What follows belongs to an exercise in optimizing a design on an open flow for small area and a short achievable clock period; a production flow would make more cautious choices. Power is estimated from default activity; no workload was simulated.

== the reference run ==
## lampFPU_FMA
module lampFPU_FMA( clk,rst,
sign_op1_i,mant_op1_i,exp_op1_i,isZ_op1_i,isInf_op1_i, isSNAN_op1_i, isQNAN_op1_i,
sign_op2_i,mant_op2_i,exp_op2_i,isZ_op2_i,isInf_op2_i, isSNAN_op2_i, isQNAN_op2_i,
sign_op3_i,mant_op3_i,exp_op3_i,isInf_op3_i, isSNAN_op3_i, isQNAN_op3_i,
doFMU_i,is_mult_sub_i,is_add_sub_i,  
res_sign_o,res_mant_o, res_exp_o,
is_Overflow_o,is_Underflow_o,is_to_round_o,valid_o
);
For scale: ~1600 cells after synthesis, ~84 flip-flops, ~95 I/O pins, roughly 10000 µm² of cells after synthesis.
Settings: LEC_CHECK=0, ABC_AREA=1, CAP_MARGIN=20, CORE_MARGIN=2, CORE_UTILIZATION=40, CTS_BUF_LIST=sky130_fd_sc_hd__clkbuf_8, SETUP_SLACK_MARGIN=4, SLEW_MARGIN=20, TNS_END_PERCENT=10; clock period 10.0 ns.
standard.sh (not shown) runs the stock make flow with config.mk's settings and CLKGATE_MAP_FILE= SYNTH_SCRIPT=/design/flow/synth_recipe.tcl, a recipe that flattens the netlist after the stock synthesis.
==> flow/flow/run.sh <==
#!/bin/bash
# Standard layout, except that the port buffers are buf_1 cells instead of
# the delay-cell buffers buffer_ports picks by default. Every port still gets a buffer.
set -euo pipefail
bash standard.sh BUFFER_PORTS_ARGS="-buffer_cell sky130_fd_sc_hd__buf_1" finish > standard_make.log 2>&1
diff inputs: the reference run => the trial run
--- a/flow/design.v
+++ b/flow/design.v
@@ -290,16 +290,18 @@
 logic        mult_gt;
 logic [24:0] add_a, add_b, add_p, add_g, grp_g, grp_p, carry, sum;
 logic [31:0] n0, n1, n2, n3, n4, n5;
 logic [4:0]  lz;
 logic        sum_zero;
 logic [8:0]  exp9;
 logic [7:0]  exp_z;
 logic [9:0]  exp_adj;            
+logic [7:0]  exp_hi, exp_hi_m1;   
+logic [2:0]  exp_lo;             
 logic        unf;
 logic [11:0] mant_n;
 logic [7:0]  exp_n;
 always_comb begin
     mult_gt = exp_gt_r | (exp_eq_r & (prod_r[14:7] > (op3_r[14:7] ^ {8{sub_r}})));
     add_a = {9'b0, prod_r};
     add_b = {sub_r, op3_r};
     add_p = add_a ^ add_b;
@@ -320,17 +322,20 @@
     lz[4] = ~|n0[31:16]; n1 = lz[4] ? {n0[15:0], 16'b0} : n0;
     lz[3] = ~|n1[31:24]; n2 = lz[3] ? {n1[23:0], 8'b0}  : n1;
     lz[2] = ~|n2[31:28]; n3 = lz[2] ? {n2[27:0], 4'b0}  : n2;
     lz[1] = ~|n3[31:30]; n4 = lz[1] ? {n3[29:0], 2'b0}  : n3;
     lz[0] = ~n4[31];     n5 = lz[0] ? {n4[30:0], 1'b0}  : n4;
     sum_zero = ~|sum[23:0];
     exp9     = exp9_r ^ 9'd9;
     exp_z    = exp9[7:0] - 8'd9;
-    exp_adj  = {1'b0, exp9} - {5'b0, lz};
+    exp_hi    = {1'b0, exp9[8:2]} - {5'b0, lz[4:2]};
+    exp_hi_m1 = exp_hi - 8'd1;
+    exp_lo    = {1'b0, exp9[1:0]} - {1'b0, lz[1:0]};
+    exp_adj   = {exp_lo[2] ? exp_hi_m1 : exp_hi, exp_lo[1:0]};
     unf      = ~sum_zero & exp_adj[9];
     mant_n   = {sum[24] & (lz == 5'd0), n5[31:22], |n5[21:17]};
     exp_n    = sum_zero ? exp_z : (unf ? 8'b0 : exp_adj[7:0]);
 end
 always_ff @(posedge clk) begin
     if (rst) begin
         res_sign_o     <= 1'b0;
         res_mant_o     <= '0;
--- outcome ---
Any difference in die area between the reference run and the trial run is small enough to ignore.
The trial run against the reference run; area of the multi-input gates is down slightly.
On area of the placeable core, the reference run and the trial run are neck and neck.
[compare] base=the reference run new=the trial run: part of the power in the clock network now sits at about the same level; critical path depth now larger; setup slack went up; first-pass GRT wire length went up; via count moved down.
When the final numbers for the reference run and the trial run were put side by side, the area growth from synthesis to layout turned out to be smaller in the trial run.
The trial run -> the reference run: net count after synthesis flat
Post-route standard cell area excluding fillers (the trial run vs. the reference run) decreases by a few percent
Part of the total power dissipated in combinational logic: the trial run vs the reference run up 0.2 points
Re time the worst path needs with I/O delays and setup: the reference run was higher than the trial run.
The trial run did not stop at any stage, and its layout met the timing, design-rule and antenna checks.
No run of this note included a check of the RTL's function; only the layout flow was run.

-- port drivers added, routing unchanged --
Ports are ideal in the flow. The routed layouts listed here were re-timed in OpenROAD.
Step 1: set_driving_cell puts a clkbuf_16 on clk and a buf_2 on each other input, an assumption about the parent block.
Step 2 moves the port delays by t, midway between the first and last clock arrival at a register: inputs arrive t later, outputs are due t later. That takes back most of the time a late clock gives input paths.
a / b / c = ideal ports / drivers / drivers and shift; a / b = the first two.
run | t, ns | setup WS [ns] | hold WS [ns] | slew at the worst register clock pin (ns) | worst slew at a driven data input, ns
the reference run | 0.409 | 4.169 / 4.188 / 3.779 | 0.389 / 0.389 / 0.389 | 0.09 / 0.09 | 0.04
the trial run | 0.402 | 4.177 / 4.169 / 3.767 | 0.387 / 0.387 / 0.387 | 0.10 / 0.10 | 0.06
After both steps every run listed still meets setup and hold. For the trial run, which loses most, drivers alone change the setup slack by -0.008 ns; drivers and shift together by -0.410 ns.
